From an optimization exercise on the open Yosys and OpenROAD flow, aimed at small area; shortcuts taken in it are not production practice. In this exercise RTL edits were held to simulation tests only and were not proved equivalent to the original. Power and IR drop assume default switching activity.

## air_defense_top
module air_defense_top (
    input  wire         clk,
    input  wire         reset_n,
    input  wire [47:0]  data_in,
    input  wire         data_in_valid,
    output wire         in_ready,
    output wire [15:0]  x_curr,
    output wire [15:0]  y_curr,
    output wire [15:0]  z_curr,
    output wire [15:0]  x_pred,
    output wire [15:0]  y_pred,
    output wire [15:0]  z_pred,
    output wire         track_valid,
    input  wire         track_ready,
    output wire         target_moving,
    output wire         lock_active,
    output wire         fire_pulse
);
Size in the first run: roughly 250 flip-flops, roughly 150 I/O pins, ~16000 sq um of cells after synthesis.
Settings: LEC_CHECK=0, CAP_MARGIN=20, CORE_MARGIN=2, CORE_UTILIZATION=55, SLEW_MARGIN=20; clock period 6.5 ns.
standard.sh (not shown) runs the stock make flow with config.mk's settings and CLKGATE_MAP_FILE= SYNTH_SCRIPT=/design/flow/synth_recipe.tcl, a recipe that flattens the netlist after the stock synthesis.
==> flow/flow/run.sh <==
#!/bin/bash
# Standard layout (the standard.sh) with smaller port buffers, a clock
# tree without dummy loads, and power recovery (downsizing) after routing.
set -euo pipefail
export BUFFER_PORTS_ARGS="-buffer_cell sky130_fd_sc_hd__buf_1"
export CTS_ARGS="-sink_clustering_enable -repair_clock_nets -dont_use_dummy_load -sink_clustering_size 24 -sink_clustering_max_diameter 60 -buf_list {sky130_fd_sc_hd__clkbuf_4 sky130_fd_sc_hd__clkbuf_8}"
export RECOVER_POWER=0
bash standard.sh > standard.log 2>&1
The starting point produced a clean layout.
Rerun with:
==> flow/flow/run.sh (replaced) <==
#!/bin/bash
# Standard layout (the standard.sh) with smaller port buffers, a clock
# tree without dummy loads, and power recovery (downsizing) after routing.
set -euo pipefail
export BUFFER_PORTS_ARGS="-buffer_cell sky130_fd_sc_hd__buf_1"
export CTS_ARGS="-sink_clustering_enable -repair_clock_nets -dont_use_dummy_load -sink_clustering_size 16 -sink_clustering_max_diameter 50 -buf_list {sky130_fd_sc_hd__clkbuf_4 sky130_fd_sc_hd__clkbuf_8}"
export RECOVER_POWER=100
bash standard.sh > standard.log 2>&1
The changed run produced a layout that fails on max-capacitance violations, max-slew violations.
Count of clock-buffer cells in the layout grows by 6.
Total power went up by 3.6%.
Design area barely changes.
Via count increases by 0.42%.
Die area does not change.
Sequential power barely changes.
Fmax falls by 0.32%.
Routed wire length climbs by 0.50%.

air_defense_top, a different RTL version from the one above (not shown whole).
For scale: roughly 1400 cells after synthesis, ~250 flip-flops, ~150 I/O pins.
export LEC_CHECK = 0
export CAP_MARGIN = 20
export CORE_MARGIN = 2
export CORE_UTILIZATION = 80
export PLACE_DENSITY = 0.85
export SLEW_MARGIN = 20
create_clock -name core_clock -period 6.5 [get_ports {clk}]
==> flow/flow/run.sh <==
#!/bin/bash
# Standard layout (the standard.sh) with smaller port buffers, a clock
# tree without dummy loads.
set -euo pipefail
export BUFFER_PORTS_ARGS="-buffer_cell sky130_fd_sc_hd__buf_1"
export CTS_ARGS="-sink_clustering_enable -repair_clock_nets -dont_use_dummy_load -sink_clustering_size 20 -sink_clustering_max_diameter 55 -buf_list {sky130_fd_sc_hd__clkbuf_8}"

bash standard.sh > standard.log 2>&1
==> next run, changes <==
==> flow/flow/run.sh (replaced) <==
#!/bin/bash
# Standard layout (the standard.sh) with smaller port buffers, a clock
# tree without dummy loads.
set -euo pipefail
export BUFFER_PORTS_ARGS="-buffer_cell sky130_fd_sc_hd__buf_1"
export CTS_ARGS="-sink_clustering_enable -repair_clock_nets -dont_use_dummy_load -sink_clustering_size 16 -sink_clustering_max_diameter 45 -buf_list {sky130_fd_sc_hd__clkbuf_8}"

bash standard.sh > standard.log 2>&1
- CORE_UTILIZATION: 80 -> 88
- PLACE_DENSITY: 0.85 -> 0.92
Result: With this change the flow died in 5_1_grt; synthesized cell count stays the same; synthesized area does not change.
==> next run, changes <==
==> flow/flow/run.sh (replaced) <==
#!/bin/bash
# Standard layout (the standard.sh) with smaller port buffers, a clock
# tree without dummy loads.
set -euo pipefail
export BUFFER_PORTS_ARGS="-buffer_cell sky130_fd_sc_hd__buf_1"
export CTS_ARGS="-sink_clustering_enable -repair_clock_nets -dont_use_dummy_load -sink_clustering_size 12 -sink_clustering_max_diameter 40 -buf_list {sky130_fd_sc_hd__clkbuf_4 sky130_fd_sc_hd__clkbuf_8}"

bash standard.sh > standard.log 2>&1
- CORE_UTILIZATION: 88 -> 70
- PLACE_DENSITY: 0.92 -> default
This time the run completed with no timing, DRC or antenna violations.
Area after synthesis stays the same.
Synthesized cell count stays the same.
==> next run, changes <==
==> flow/flow/run.sh (replaced) <==
#!/bin/bash
# Standard layout (the standard.sh) with smaller port buffers, a clock
# tree without dummy loads.
set -euo pipefail
export BUFFER_PORTS_ARGS="-buffer_cell sky130_fd_sc_hd__buf_1"
export CTS_ARGS="-sink_clustering_enable -repair_clock_nets -dont_use_dummy_load -sink_clustering_size 16 -sink_clustering_max_diameter 45 -buf_list {sky130_fd_sc_hd__clkbuf_8}"

bash standard.sh > standard.log 2>&1
- CORE_UTILIZATION: 70 -> 80
- PLACE_DENSITY: default -> 0.85
Final area goes down by 1.4%.
Routed wire length came out higher by 5.6%.
Sequential power is about the same.
Via count grows by 5.0%.
Global-route usage goes up by 5.4 points.
Setup slack loses 52 ps.
Non-clock buffer count falls by 9.
Core utilization rose by 9.1 points.
Clock skew rose by 8.4 ps.
==> next run, changes <==
--- a/flow/flow/run.sh
+++ b/flow/flow/run.sh
@@ -2,2 +2,6 @@
-# Standard layout (the standard.sh) with smaller port buffers, a clock
-# tree without dummy loads.
+# Standard layout (the standard.sh) with:
+#  - an area-recovering ABC script for the synthesis's logic mapping (the
+#    flow's scripts are copied and only abc_speed.script is replaced; the
+#    flip-flops, mapped before ABC, are untouched),
+#  - one-site port buffers (buf_1),
+#  - a clock tree of clkbuf_8 without dummy loads.
@@ -4,0 +9,3 @@
+cp -r "$FLOW_HOME/scripts" ./scripts
+cp flow/abc_area_recover.script ./scripts/abc_speed.script
+export SCRIPTS_DIR="$PWD/scripts"
@@ -7 +13,0 @@
-
==> flow/flow/abc_area_recover.script (new file) <==
&get -n
&st
&syn2
&dch
&nf -R 20
&put
Result: The new run completed without violations. Setup slack loses 33 ps. Total power goes down by 0.47%. Non-clock buffer count goes down by 3. Design area goes down by 0.51%.
==> next run, changes <==
==> flow/flow/run.sh (replaced) <==
#!/bin/bash
# Standard layout (the standard.sh) with smaller port buffers, a clock
# tree without dummy loads.
set -euo pipefail
export BUFFER_PORTS_ARGS="-buffer_cell sky130_fd_sc_hd__buf_1"
export CTS_ARGS="-sink_clustering_enable -repair_clock_nets -dont_use_dummy_load -sink_clustering_size 16 -sink_clustering_max_diameter 45 -buf_list {sky130_fd_sc_hd__clkbuf_8}"

bash standard.sh > standard.log 2>&1
- CORE_UTILIZATION: 80 -> 70
- PLACE_DENSITY: 0.85 -> default
removed: flow/flow/abc_area_recover.script
=> Count of clock-buffer cells in the layout rose by 7. Combinational power fell by about 6%. Worst setup slack is better by 58 ps. Die area rose by 16%. Sequential power barely changes. Utilization fell by 11 points.

[afterwards: timing with drivers on the ports]
The results above use ideal ports. As a check the final layouts listed here were re-extracted and re-timed, cells and wires unchanged.
Step 1: set_driving_cell puts a clkbuf_16 on clk and a buf_2 on each other input, an assumption about the parent block.
Step 2, shift: input delay + t, output delay - t, t = (earliest + latest rising clock arrival at the registers) / 2. This alone moves slack from input paths to output paths.
Slacks: ideal ports / drivers / drivers and shift; pairs: ideal ports / drivers.
run	shift t [ns]	setup slack, ns	worst register clock-pin slew, ns
the first run of note 1	0.619	0.143 / 0.143 / 0.143	0.11 / 0.11
the second run of note 1	0.567	0.123 / 0.123 / 0.123	0.09 / 0.09
the first run of note 2	0.571	0.188 / 0.188 / 0.188	0.11 / 0.11
the third run of note 2	0.552	0.241 / 0.241 / 0.241	0.07 / 0.07
the fourth run of note 2	0.610	0.190 / 0.190 / 0.190	0.10 / 0.10
the fifth run of note 2	0.617	0.157 / 0.157 / 0.070	0.10 / 0.10
the sixth run of note 2	0.548	0.215 / 0.215 / 0.215	0.10 / 0.10
For the fifth run of note 2, which loses most, drivers alone change the setup slack by 0.000 ns; drivers and shift together by -0.087 ns.
